Source: an optimization exercise on an open RTL-to-GDS flow (aim: small area and a short achievable clock period). Production flows keep margins and buffers that such runs may drop. The RTL was checked by simulation tests, not by an equivalence proof against the original design. Power is estimated from default activity; no workload was simulated.

build 63:
## alu_design
module alu_design #(parameter OPERAND_WIDTH = 16, parameter CMD_WIDTH = 4)(
	input CLK, RST, MODE, CE, CIN,
	input [CMD_WIDTH-1:0] CMD,
	input [1:0] INP_VALID,
	input [OPERAND_WIDTH-1:0] OPA, OPB,
	output reg ERR, OFLOW, E, G, L,
	output reg COUT,
	output reg [(2*OPERAND_WIDTH)-1:0] RES
);
Size in the first run: about 81 I/O pins, roughly 19000 um2 of cells after synthesis.
Settings: LEC_CHECK=0, CAP_MARGIN=20, CORE_MARGIN=2, CORE_UTILIZATION=40, SETUP_SLACK_MARGIN=5.0, SLEW_MARGIN=20, SYNTH_HIERARCHICAL=1; clock period 8.0 ns.
standard.sh (not shown) runs the stock make flow with config.mk's settings and CLKGATE_MAP_FILE= SYNTH_SCRIPT=/design/flow/synth_recipe.tcl, a recipe that flattens the netlist after the stock synthesis.
==> flow/flow/run.sh <==
#!/bin/bash
set -e
cp standard.sh standard_sh.txt
export BUFFER_PORTS_ARGS="-buffer_cell sky130_fd_sc_hd__buf_1"
bash standard.sh > standard.log 2>&1
Input changes introduced in build 15 (baseline for comparison: build 63):
Settings: a change of CORE_UTILIZATION from 40 to 55; an added TNS_END_PERCENT of 5; a change of SETUP_SLACK_MARGIN from 5.0 to 4.8.
### Flow results
- Build 15: PASS, flow complete, no timing, DRC or antenna violations
- Reported for build 15 and build 63, TritonCTS buffer count turned out identical to the last digit.
- Build 63 → build 15: final total power has decreased, placed instance count has decreased, wire length has decreased, per-instance average area after synthesis has remained practically unchanged, worst-margin pin slew has remained practically unchanged.
- Hold slack on build 15 is up relative to build 63.
- Compared to build 63, build 15 has via count about 2.3% lower.
## Diff of input files: build 86 against build 15
Settings: changing CORE_UTILIZATION from 55 to 40; removing TNS_END_PERCENT (formerly 5).
[summary]
- Inserted tap cell count (build 86 vs. build 15) increases by more than a quarter
- Compared with build 15, build 86 shows a number of cells on the critical path that is 1 higher.
- [build 86] starting density of the core fell 15 points relative to build 15
- [compare] base=build 15 new=build 86: power per unit of standard cell area has remained practically unchanged; area of the die increased 37%.
- Between build 15 and build 86, the clock transition at the registers of the reported paths does not differ in any meaningful way.
[inputs] build 56 vs build 86
==> flow/run.sh (new file) <==
#!/bin/bash
# synth_recipe.tcl (not shown) runs the flow's synth.tcl, then flattens the netlist and writes it again
# the make line also repeats each setting of config.mk as NAME=value (left out here)
make -C /OpenROAD-flow-scripts/flow DESIGN_CONFIG=/design/flow/config.mk WORK_HOME=/design/flow/orfs CLKGATE_MAP_FILE= SYNTH_SCRIPT=/design/flow/synth_recipe.tcl finish
removed: flow/flow/run.sh
removed: flow/standard.sh
### Flow results
In build 56, combinational cell power is higher than in build 86. Taking build 86 as the reference, in build 56 total net switching power moved up, clock-buffer cell count moved down, core utilization moved up, period utilization level, worst hold slack level. Est. power | build 56 vs build 86 | build 56 higher.

* * *

== red ==
alu_design, a different RTL version from the one above (not shown whole).
Size: roughly 190 flip-flops, roughly 81 I/O pins, ~18,000 um^2 of cells after synthesis.
export LEC_CHECK = 0
export CAP_MARGIN = 20
export CORE_MARGIN = 2
export CORE_UTILIZATION = 40
export SETUP_SLACK_MARGIN = 4.7
export SLEW_MARGIN = 20
export SYNTH_HIERARCHICAL = 1
create_clock -name core_clock -period 8.0 [get_ports {CLK}]
==> flow/flow/run.sh <==
#!/bin/bash
set -e
cp standard.sh standard_sh.txt
export BUFFER_PORTS_ARGS="-buffer_cell sky130_fd_sc_hd__buf_1"
bash standard.sh > standard.log 2>&1
red completed every stage of the flow, and the final layout passed the timing, design-rule and antenna checks.
Relative to red, the following input files were edited for blue:
- SETUP_SLACK_MARGIN now 5.0, was 4.7
Notes after the runs:
Cell area: blue worse than red. blue against red: synthesized area flat; final RePlAce weighted congestion up 0.016; global-route wire length before repair went up; minimum hold slack moved up. Compare blue and red | maximum achievable frequency higher: blue. Cell count after synthesis: red vs blue — no meaningful difference. Post-detailed-routing wire length: higher on blue. Comparing net switching power figure for blue and red, the bigger number came from blue. Diff blue..red | post-placement cell area | negligible. Utilization of the core after routing: blue higher than red.
For green, these inputs were changed with respect to blue:
- a change of SETUP_SLACK_MARGIN from 5.0 to 4.8
[summary]
Relative to blue, hold slack decreased by 0.0048 ns in green.
Looking at non-clock buffer count, green sits about 35% below blue.
On power share of the clock group: between blue and green, it ends up lower for blue.
The final layout from green, which completed every stage, passed the timing, design-rule and antenna checks at the end of the flow.
blue has a higher count of inserted antenna diode cells than green.

-- separate check: timing with driven ports --
The results above use ideal ports. As a check the final layouts listed here were re-extracted and re-timed, cells and wires unchanged.
Step 1 sets driving cells, clkbuf_16 on the clock port and buf_2 on the other inputs (assumed; they add their load-dependent delay and slew).
Step 2 adds t to the input delays and takes it off the output delays; t is the mean of the earliest and latest rising clock arrival at the registers after step 1. Input paths then give back, and output paths get back, about the clock's delay inside the block.
a / b / c = ideal ports / drivers / drivers and shift; a / b = the first two.
| run | shift t [ns] | slack for setup (ns) | worst hold slack (ns) | clock arrival spread, ns |
|---|---|---|---|---|
| build 63 | 0.510 | 4.801 / 4.801 / 4.680 | 0.396 / 0.396 / 0.396 | 0.015 / 0.015 |
| build 15 | 0.520 | 4.706 / 4.706 / 4.396 | 0.400 / 0.400 / 0.400 | 0.015 / 0.015 |
| build 86 | 0.523 | 4.769 / 4.769 / 4.580 | 0.392 / 0.392 / 0.392 | 0.016 / 0.016 |
| build 56 | 0.522 | 4.764 / 4.764 / 4.470 | 0.395 / 0.395 / 0.395 | 0.018 / 0.017 |
| red | 0.525 | 4.743 / 4.743 / 4.364 | 0.447 / 0.447 / 0.447 | 0.011 / 0.010 |
| blue | 0.524 | 4.809 / 4.809 / 4.591 | 0.460 / 0.460 / 0.460 | 0.018 / 0.018 |
| green | 0.521 | 4.782 / 4.782 / 4.423 | 0.455 / 0.455 / 0.455 | 0.012 / 0.012 |
After both steps every run listed still meets setup and hold. For red, which loses most, drivers alone change the setup slack by 0.000 ns; drivers and shift together by -0.379 ns.
